This design comes from an exercise in tuning for small area, a short achievable clock period and few clock cycles per item on the open sky130 flow, not from production work.
Function was not checked in any run shown here: the RTL went through the layout flow alone.

==> flow/design.v (outline; a module is shown in full before it is edited, if it fits) <==
// module fpm: 1055 lines
// module fpm_fa: 4 lines
// module fpm_han: 4 lines
module fpm(
  input clk,
  input rst,
  input [31:0] number_in,
  input number_a_valid,
  output number_a_ready,
  input number_b_valid,
  output number_b_ready,
  output [31:0] number_out,
  output result_valid
);
  // ...
==> flow/flow/run.sh <==
#!/bin/bash
set -euo pipefail
bash standard.sh SETUP_SLACK_MARGIN=5.5 "BUFFER_PORTS_ARGS=-buffer_cell sky130_fd_sc_hd__buf_2" "CTS_ARGS=-sink_clustering_enable -repair_clock_nets -dont_use_dummy_load -buf_list sky130_fd_sc_hd__clkbuf_8 -sink_clustering_size 25" finish > standard.log 2>&1
==> flow/standard.sh <==
#!/bin/bash
# synth_recipe.tcl (not shown) runs the flow's synth.tcl, then flattens the netlist and writes it again
# the make line also repeats each setting of config.mk as NAME=value (left out here)
make -C /OpenROAD-flow-scripts/flow DESIGN_CONFIG=/design/flow/config.mk WORK_HOME=/design/flow/orfs CLKGATE_MAP_FILE= SYNTH_SCRIPT=/design/flow/synth_recipe.tcl "${@:-finish}"
==> flow/config.mk <==
export PLATFORM = sky130hd
export DESIGN_NAME = fpm
export DESIGN_NICKNAME = fpm
export VERILOG_FILES = /design/flow/design.v
export SDC_FILE = /design/flow/constraint.sdc
export NUM_CORES = 4
export LEC_CHECK = 0
export CAP_MARGIN = 20
export CORE_MARGIN = 2
export CORE_UTILIZATION = 40
export SETUP_SLACK_MARGIN = 5
export SLEW_MARGIN = 20
export SYNTH_HIERARCHICAL = 1
==> flow/constraint.sdc <==
create_clock -name core_clock -period 9.0 [get_ports {clk}]
set_input_delay 1.8000 -clock core_clock [delete_from_list [all_inputs] [get_ports {clk}]]
set_output_delay 1.8000 -clock core_clock [all_outputs]
set_load 0.01 [all_outputs]
==> results by group, run 1 <==
Floorplan
  • Die H: 229 um
  • Ports: 71
  • Die X: 229 um

Final layout
  • Area Growth Syn to Fin: 12.5%
  • Number of sequential cells: 254
  • Share of cells above drive strength 1: 14.8%
  • Final layout net count: 2597
  • Reg area: just under 6000 um^2
  • Multi-input gate share of total cell area: 59.9%
  • Layout fillers: roughly 4800
  • Non-clk bufs: ~160
  • Design area: 22800 um^2
  • Footprint of the multi-input gates: 13700 um^2

Drt
  • Top sig layer: met4
  • DR WL met2: 26300 um
  • 1st-iter DRT viols: 1095
  • Number of remaining DRC errors: 0

CTS
  • CTS buffer count: 46
  • Post-cts sizing count: 13
  • Root buf cell: clkbuf_8

Yosys
  • Synth cell count leaders: 448 x nand2_1, 272 x fa_1, 175 x dfxtp_1
  • Post-synth top flop: dfxtp_1
  • Synth top area cells: fa_1 27%, dfxtp_1 17%, edfxtp_1 12%

STA
  • Slew margin rel.: 26.6%
  • Worst Clk Skew: around 0.073 ns
  • Tcrit/Tclk final: 41.1%
  • Hold Fails Final Rpt: 0
  • FMAX: 270 MHz

Critical path
  • Crit path kind: flop to flop
  • Buffers & Inverters on Critical Path: 1
  • Slowest CP cell: or4_4
  • Arr. time, crit path: 4.21 ns

Placement
  • PortBufs: 70
  • Post-DP HPWL: 39600 um
  • Routability congestion estimate from global placement: 0.868

Worst hold path
  • Worst Hold Launch: s2_s

Run status
  • Status: finished clean

Global routing
  • Total gr overflow: 0

Flow run
  • Max cap viols: 0
==> inputs of run 2 (changes only) <==
--- a/flow/design.v
+++ b/flow/design.v
@@ -397,35 +397,35 @@
   wire t329 = ~(mb[20] & mm[12]);
   wire t330 = ~(mb[23] & mm[10]);
   wire t331 = ~(mb[22] & mm[11]);
   wire t332 = ~(mb[21] & mm[12]);
   wire t333 = ~(mb[23] & mm[11]);
   wire t334 = ~(mb[22] & mm[12]);
   wire t335 = ~(mb[23] & mm[12]);
   wire t336, t337;
-  fpm_han u_t336 (.an(t43), .bn(t44), .sn(t336), .con(t337));
+  fpm_fa u_t336 (.a(t43), .b(t44), .c(1'b1), .s(t336), .co(t337));
   wire t338, t339;
   fpm_fa u_t338 (.a(t53), .b(t54), .c(t55), .s(t338), .co(t339));
   wire t340, t341;
-  fpm_han u_t340 (.an(t56), .bn(t57), .sn(t340), .con(t341));
+  fpm_fa u_t340 (.a(t56), .b(t57), .c(1'b1), .s(t340), .co(t341));
   wire t342, t343;
   fpm_fa u_t342 (.a(t64), .b(t65), .c(t66), .s(t342), .co(t343));
   wire t344, t345;
   fpm_fa u_t344 (.a(t67), .b(t68), .c(t69), .s(t344), .co(t345));
   wire t346, t347;
-  fpm_han u_t346 (.an(t70), .bn(t71), .sn(t346), .con(t347));
+  fpm_fa u_t346 (.a(t70), .b(t71), .c(1'b1), .s(t346), .co(t347));
   wire t348, t349;
   fpm_fa u_t348 (.a(t76), .b(t77), .c(t78), .s(t348), .co(t349));
   wire t350, t351;
   fpm_fa u_t350 (.a(t79), .b(t80), .c(t81), .s(t350), .co(t351));
   wire t352, t353;
   fpm_fa u_t352 (.a(t82), .b(t83), .c(t84), .s(t352), .co(t353));
   wire t354, t355;
-  fpm_han u_t354 (.an(t85), .bn(t86), .sn(t354), .con(t355));
+  fpm_fa u_t354 (.a(t85), .b(t86), .c(1'b1), .s(t354), .co(t355));
   wire t356, t357;
   fpm_fa u_t356 (.a(t89), .b(t90), .c(t91), .s(t356), .co(t357));
   wire t358, t359;
   fpm_fa u_t358 (.a(t92), .b(t93), .c(t94), .s(t358), .co(t359));
   wire t360, t361;
   fpm_fa u_t360 (.a(t95), .b(t96), .c(t97), .s(t360), .co(t361));
   wire t362, t363;
   fpm_fa u_t362 (.a(t98), .b(t99), .c(t100), .s(t362), .co(t363));
@@ -527,41 +527,41 @@
   fpm_fa u_t458 (.a(t254), .b(t255), .c(t256), .s(t458), .co(t459));
   wire t460, t461;
   fpm_fa u_t460 (.a(t258), .b(t259), .c(t260), .s(t460), .co(t461));
   wire t462, t463;
   fpm_fa u_t462 (.a(t261), .b(t262), .c(t263), .s(t462), .co(t463));
   wire t464, t465;
   fpm_fa u_t464 (.a(t264), .b(t265), .c(t266), .s(t464), .co(t465));
   wire t466, t467;
-  fpm_han u_t466 (.an(t267), .bn(t268), .sn(t466), .con(t467));
+  fpm_fa u_t466 (.a(t267), .b(t268), .c(1'b1), .s(t466), .co(t467));
   wire t468, t469;
   fpm_fa u_t468 (.a(t270), .b(t271), .c(t272), .s(t468), .co(t469));
   wire t470, t471;
   fpm_fa u_t470 (.a(t273), .b(t274), .c(t275), .s(t470), .co(t471));
   wire t472, t473;
   fpm_fa u_t472 (.a(t276), .b(t277), .c(t278), .s(t472), .co(t473));
   wire t474, t475;
   fpm_fa u_t474 (.a(t281), .b(t282), .c(t283), .s(t474), .co(t475));
   wire t476, t477;
   fpm_fa u_t476 (.a(t284), .b(t285), .c(t286), .s(t476), .co(t477));
   wire t478, t479;
   fpm_fa u_t478 (.a(t291), .b(t292), .c(t293), .s(t478), .co(t479));
   wire t480, t481;
-  fpm_han u_t480 (.an(t19), .bn(t20), .sn(t480), .con(t481));
+  fpm_fa u_t480 (.a(t19), .b(t20), .c(1'b1), .s(t480), .co(t481));
   wire t482, t483;
   fpm_fa u_t482 (.a(t26), .b(t27), .c(t28), .s(t482), .co(t483));
   wire t484, t485;
-  fpm_han u_t484 (.an(t29), .bn(t30), .sn(t484), .con(t485));
+  fpm_fa u_t484 (.a(t29), .b(t30), .c(1'b1), .s(t484), .co(t485));
   wire t486, t487;
   fpm_fa u_t486 (.a(t34), .b(t35), .c(t36), .s(t486), .co(t487));
   wire t488, t489;
   fpm_fa u_t488 (.a(t37), .b(t38), .c(t39), .s(t488), .co(t489));
   wire t490, t491;
-  fpm_han u_t490 (.an(t40), .bn(t41), .sn(t490), .con(t491));
+  fpm_fa u_t490 (.a(t40), .b(t41), .c(1'b1), .s(t490), .co(t491));
   wire t492, t493;
   fpm_fa u_t492 (.a(t336), .b(t45), .c(t46), .s(t492), .co(t493));
   wire t494, t495;
   fpm_fa u_t494 (.a(t47), .b(t48), .c(t49), .s(t494), .co(t495));
   wire t496, t497;
   fpm_fa u_t496 (.a(t50), .b(t51), .c(t52), .s(t496), .co(t497));
   wire t498, t499;
   fpm_fa u_t498 (.a(t337), .b(t338), .c(t340), .s(t498), .co(t499));
@@ -691,21 +691,21 @@
   fpm_fa u_t622 (.a(t305), .b(t306), .c(t307), .s(t622), .co(t623));
   wire t624, t625;
   fpm_fa u_t624 (.a(t308), .b(t309), .c(t310), .s(t624), .co(t625));
   wire t626, t627;
   fpm_fa u_t626 (.a(t311), .b(t312), .c(t313), .s(t626), .co(t627));
   wire t628, t629;
   fpm_fa u_t628 (.a(t315), .b(t316), .c(t317), .s(t628), .co(t629));
   wire t630, t631;
-  fpm_han u_t630 (.an(t8), .bn(t9), .sn(t630), .con(t631));
+  fpm_fa u_t630 (.a(t8), .b(t9), .c(1'b1), .s(t630), .co(t631));
   wire t632, t633;
   fpm_fa u_t632 (.a(t13), .b(t14), .c(t15), .s(t632), .co(t633));
   wire t634, t635;
-  fpm_han u_t634 (.an(t16), .bn(t17), .sn(t634), .con(t635));
+  fpm_fa u_t634 (.a(t16), .b(t17), .c(1'b1), .s(t634), .co(t635));
   wire t636, t637;
   fpm_fa u_t636 (.a(t480), .b(t21), .c(t22), .s(t636), .co(t637));
   wire t638, t639;
   fpm_fa u_t638 (.a(t23), .b(t24), .c(t25), .s(t638), .co(t639));
   wire t640, t641;
   fpm_fa u_t640 (.a(t481), .b(t482), .c(t484), .s(t640), .co(t641));
   wire t642, t643;
   fpm_fa u_t642 (.a(t31), .b(t32), .c(t33), .s(t642), .co(t643));
@@ -811,17 +811,17 @@
   fpm_fa u_t742 (.a(t318), .b(t319), .c(t320), .s(t742), .co(t743));
   wire t744, t745;
   fpm_fa u_t744 (.a(t629), .b(t321), .c(t322), .s(t744), .co(t745));
   wire t746, t747;
   fpm_fa u_t746 (.a(t323), .b(t324), .c(t325), .s(t746), .co(t747));
   wire t748, t749;
   fpm_fa u_t748 (.a(t326), .b(t327), .c(t328), .s(t748), .co(t749));
   wire t750, t751;
-  fpm_han u_t750 (.an(t4), .bn(t5), .sn(t750), .con(t751));
+  fpm_fa u_t750 (.a(t4), .b(t5), .c(1'b1), .s(t750), .co(t751));
   wire t752, t753;
   fpm_fa u_t752 (.a(t630), .b(t10), .c(t11), .s(t752), .co(t753));
   wire t754, t755;
   fpm_fa u_t754 (.a(t631), .b(t632), .c(t634), .s(t754), .co(t755));
   wire t756, t757;
   fpm_fa u_t756 (.a(t633), .b(t635), .c(t636), .s(t756), .co(t757));
   wire t758, t759;
   fpm_fa u_t758 (.a(t637), .b(t639), .c(t640), .s(t758), .co(t759));
@@ -877,17 +877,17 @@
   fpm_fa u_t808 (.a(t737), .b(t739), .c(t740), .s(t808), .co(t809));
   wire t810, t811;
   fpm_fa u_t810 (.a(t741), .b(t743), .c(t744), .s(t810), .co(t811));
   wire t812, t813;
   fpm_fa u_t812 (.a(t745), .b(t747), .c(t748), .s(t812), .co(t813));
   wire t814, t815;
   fpm_fa u_t814 (.a(t749), .b(t330), .c(t331), .s(t814), .co(t815));
   wire t816, t817;
-  fpm_han u_t816 (.an(t1), .bn(t2), .sn(t816), .con(t817));
+  fpm_fa u_t816 (.a(t1), .b(t2), .c(1'b1), .s(t816), .co(t817));
   wire t818, t819;
   fpm_fa u_t818 (.a(t750), .b(t6), .c(t7), .s(t818), .co(t819));
   wire t820, t821;
   fpm_fa u_t820 (.a(t751), .b(t752), .c(t12), .s(t820), .co(t821));
   wire t822, t823;
   fpm_fa u_t822 (.a(t753), .b(t754), .c(t18), .s(t822), .co(t823));
   wire t824, t825;
   fpm_fa u_t824 (.a(t755), .b(t756), .c(t638), .s(t824), .co(t825));
@@ -972,17 +972,18 @@
   wire [32:0] rnd  = {fe, mant} + {32'd0, inc};
   wire        ovf  = rnd[32:23] >= 10'd255;
   wire [31:0] res_w = s2_nan  ? {s2_s, 31'h7fc00000} :
                       s2_zero ? {s2_s, 31'd0} :
                       (s2_inf | ovf) ? {s2_s, 8'hff, 23'd0} :
                       {s2_s, rnd[30:0]};
   wire phase_n = a_fire | (phase & ~b_fire);
   wire nrm_a_n = b_fire ? (go_a | go_b) : (nrm_a & ~ra[22]);
-  wire slow_set = vx & ((k != 5'd0) | ex[9] | (ex[9:1] == 9'd0));
+  wire [8:0] esum = {1'b0, ea | {7'd0, ~ha}} + {1'b0, eb | {7'd0, ~hb_e}};
+  wire slow_set = vx & ((k != 5'd0) | (esum <= 9'd127));
   wire slow_n = slow_set | (slow & ~(vw & ~busy & ~vx & ~vy & ~vz & ~normalising));
   always @(posedge clk) begin
     if (ar_q | swap)
       ra <= number_in;
     else if (nrm_a) begin
       ra[22:0] <= {ra[21:0], 1'b0};
       if (ra[22]) ra[30:23] <= 8'd1;
     end
@@ -1053,12 +1054,8 @@
       br_q <= phase_n & ~slow_n;
     end
   end
 endmodule
 module fpm_fa(input a, input b, input c, output s, output co);
   assign s = a ^ b ^ c;
   assign co = (a & b) | (a & c) | (b & c);
 endmodule
-module fpm_han(input an, input bn, output sn, output con);
-  assign sn = ~(an ^ bn);
-  assign con = an | bn;
-endmodule
==> flow/flow/run.sh (replaced) <==
#!/bin/bash
set -euo pipefail
bash standard.sh SETUP_SLACK_MARGIN=5.5 BUFFER_PORTS_ARGS=-buffer_cell\ sky130_fd_sc_hd__buf_2 CTS_ARGS=-sink_clustering_enable\ -repair_clock_nets\ -dont_use_dummy_load\ -buf_list\ sky130_fd_sc_hd__clkbuf_8\ -sink_clustering_size\ 25 finish > standard.log 2>&1
==> run 2 against run 1 <==
Die area down 0.75%; clock-buffer cell count unchanged; critical path depth down 7; sequential cell count unchanged; worst setup slack better by 0.24 ns; clock skew down 0.026 ns; synthesized cell count down 2.1%; first-iteration DRC count down 11%; critical path type is now input pin to flop; critical endpoint is now ra[11].
==> results by group, run 2 <==
Worst hold path
  • Hold crit path type: flop to flop

STA
  • RSZ-0062 raised after global routing: yes
  • Slew margin rel.: 23.9% (-2.7 points)
  • Slew @ Worst Pin: 1.14 ns
  • Setup TNS Final: 0 ns
  • Max Slew Vio Count: 0
  • FMAX: 289 MHz (+7.0%)
  • Worst Clk Skew: 0.0462 ns (-0.0263 ns)
  • Hold Fails Final Rpt: 0 (unchanged)
  • Setup Viol. Count Final: 0
  • Clock period minus worst slack: 3.46 ns
  • Tcrit/Tclk final: 38.4% (-2.7 points)

Critical path
  • Buffers & Inverters on Critical Path: 3 (+2)
  • Top Family by Delay on Critical Path: simple AND/OR/NAND/NOR gates
  • Crit Path Max Fanout: 34
  • Required time of the critical path: 9.31 ns
  • CP startpoint kind: input pin
  • Arr. time, crit path: 3.77 ns (-0.44 ns)
  • CP peak stage delay: 0.35 ns
  • Slowest CP cell: o211ai_1
  • Crit path kind: input pin to flop
  • Critical path endpoint category: flop
  • Critical Path, Cell by Cell: buf_2 -> nor4_1 -> nand4_1 -> o211ai_1 -> nor2_2 -> buf_8 -> nor2_4 -> buf_12 -> mux2_2

Final layout
  • Most frequent cells in the layout: 454 x nand2_1, 282 x fa_1, 169 x dfxtp_1
  • Reg area: 5900 um^2 (+0.19%)
  • Area Growth Syn to Fin: 13.9%
  • Share of cells above drive strength 1: 15.1% (+0.34 points)
  • Commonest non-fill, non-tap cell in the layout: nand2_1
  • Layout fillers: 4727 (-1.5%)
  • N_diodes: 0
  • Footprint of the multi-input gates: 13800 um^2 (+1.0%)
  • Regs by FF count: tcn x36, tsn x36
  • Non-Filler Instances: 2861
  • Final layout net count: 2589 (-0.31%)

Floorplan
  • Starting density of the core: 40.3%
  • Core Box Area: 50000 um^2
  • Row count: 82
  • Die H: 228 um (-0.38%)
  • Ports: 71 (unchanged)
  • Die X: 228 um (-0.38%)
  • Die Area: 52100 um^2

Placement
  • PortBufs: 70 (unchanged)
  • Post-DP HPWL: 39500 um (-0.25%)
  • # placed instances: 2736
  • Routability congestion estimate from global placement: 0.882 (+1.6%)

Global routing
  • Initial antenna violation count: 1
  • Gr busiest metal: met2
  • Total GRT Usage: 21.6%
  • Total gr overflow: 0 (unchanged)
  • Largest net degree at the start of global routing: 44
  • M3 GR Usage: under 10%
  • Routing usage on met1: roughly 28%
  • GR Util met2: a little under two fifths
  • First-pass GRT wire length: ~90000 um
  • Vias in the first global route: 16600

CTS
  • Post-CTS Hold Fix Bufs: 0
  • Reg clk slew, reported paths: 0.05 ns
  • Root buf cell: clkbuf_8
  • Clk buf depth: 3
  • Skew-Pair Late Insertion Delay: 0.58 ns
  • Sink Count: 254
  • CTS buffer count: 46 (unchanged)
  • CTS tree: yes
  • H-tree levels: 2

Yosys
  • Synthesized instance count: between 2000 and 2500
  • Post-synth cell types: 69
  • Most frequent cell after synthesis: nand2_1
  • Post-synth EDFFs: 79
  • Post-synth top flop: dfxtp_1
  • Synth top area cells: fa_1 28%, dfxtp_1 17%, edfxtp_1 12%
  • Top cell type's share of synthesized area: between 20 and 30%
  • Synth cell count leaders: 456 x nand2_1, 285 x fa_1, 175 x dfxtp_1
  • Post-Syn Area: 20100 um^2
  • Cell taking the most area after synthesis: fa_1
  • Synthesized flop and latch total: between 200 and 300
  • Ys async rst share: 0%
  • Synth warnings: 7
  • Register area share after synthesis: 29.2%
  • Average cell area after synthesis: 9.70 um^2

Drt
  • Number of remaining DRC errors: 0 (unchanged)
  • Post-route ant nets: 0
  • Via density: around 5.4
  • Via count: 15600
  • Final WL: 56400 um
  • 1st-pass router iterations: 7
  • 1st-iter DRT viols: 980 (-11%)
  • DR WL/cell: 19.7 um

Flow run
  • Max cap viols: 0 (unchanged)

Run status
  • Status: finished clean
run 2: cell count changes after synthesis, sizes merged, moves of 7 or more:
| cell | before | now |
|---|---|---|
| fa | 272 | 285 |
| nor2 | 134 | 141 |
| nand2 | 448 | 456 |
| a21oi | 86 | 99 |
| a31oi | 18 | 9 |
| o21ai | 65 | 57 |
| xnor2 | 54 | 42 |
| a21o | 24 | 32 |
| a211oi | 7 | 16 |
| inv | 133 | 99 |
| buf | 16 | 9 |
run 2: final cells by class:
| class | count | area share (%) |
|---|---|---|
| Tap cell | 672 | 3.67 |
| Inverter | 99 | 1.62 |
| Clock buffer | 46 | 2.76 |
| Timing Repair Buffer | 157 | 6.06 |
| Sequential cell | 254 | 25.7 |
| Multi-Input combinational cell | 1633 | 60.2 |
run 2: final timing paths:
kind	startpoint	to	slack, ns	cells past startpoint
worst min-delay path	s2_s	out[31]	0.35	0
worst max register to register	mm[11]	tcn[23]	5.54	7
worst min register to register	s2_s	out[31]	0.35	0
worst max-delay path	number_in[17]	ra[11]	5.54	9
run 2: repair_timing:
action | CTS | global route
pin swaps | 7 | 14
setup buffers | 58 | 15
endpoints found under the setup margin | 165 | 142
gates cloned | 3 | 3
resized for setup | 26 | 54
run 2: routing by layer:
| metal | wire [um] | part of all wire (%) |
|---|---|---|
| met5 | 0 | 0 |
| met4 | 2020 | 3.6 |
| met3 | 3600 | 6.4 |
| met2 | 27000 | 48 |
| met1 | 23700 | 42 |
run 2: cells by family after synthesis:
| group | count (synthesis) | synth area share, % |
|---|---|---|
| other | 1 | 0.0186 |
| multiplexers | 45 | 2.39 |
| flip-flops | 254 | 29.2 |
| adder cells (fa/ha/maj) | 362 | 33.1 |
| buffers and inverters | 204 | 4.05 |
| AO/OA/AOI/OAI | 296 | 9.47 |
| XOR/XNOR | 80 | 3.48 |
| AND/OR/NAND/NOR | 833 | 18.3 |
run 2: modules after synthesis (local to each module, per instance):
module	cells inside	copies in the design	area (um^2)
fpm_fa	1	275	20.0
fpm	1800	1	14600
run 2: through the flow:
step	setup WS, ns	hold slack [ns]	area [um^2]	utilization, %
final	5.54	0.347	22900	45.9
after global routing	5.46	0.353	22900	45.9
after CTS	5.48	0.349	22500	45.1
after detailed placement	4.37	0.337	21100	42.2
after global placement	4.45	0.332	21100	42.2
after floorplan	5.50	0.323	20200	-

==> port drivers added, routing unchanged <==
How much do the figures lean on ideal ports? The routed layouts below were timed once more, with nothing changed but the port constraints.
Step 1 assumes that a clkbuf_16 drives the clock port and a buf_2 every other input.
Step 2 moves the port delays by t, midway between the first and last clock arrival at a register: inputs arrive t later, outputs are due t later. That takes back most of the time a late clock gives input paths.
Three values: ideal ports, drivers, drivers and shift; two values: the first two.
run	t, ns	slack for setup (ns)	latest minus earliest clock arrival (ns)
run 1	0.643	5.303 / 5.303 / 5.004	0.072 / 0.073
run 2	0.611	5.543 / 5.543 / 4.964	0.046 / 0.047
After both steps every run listed still meets setup and hold. For run 2, which loses most, drivers alone change the setup slack by 0.000 ns; drivers and shift together by -0.579 ns.
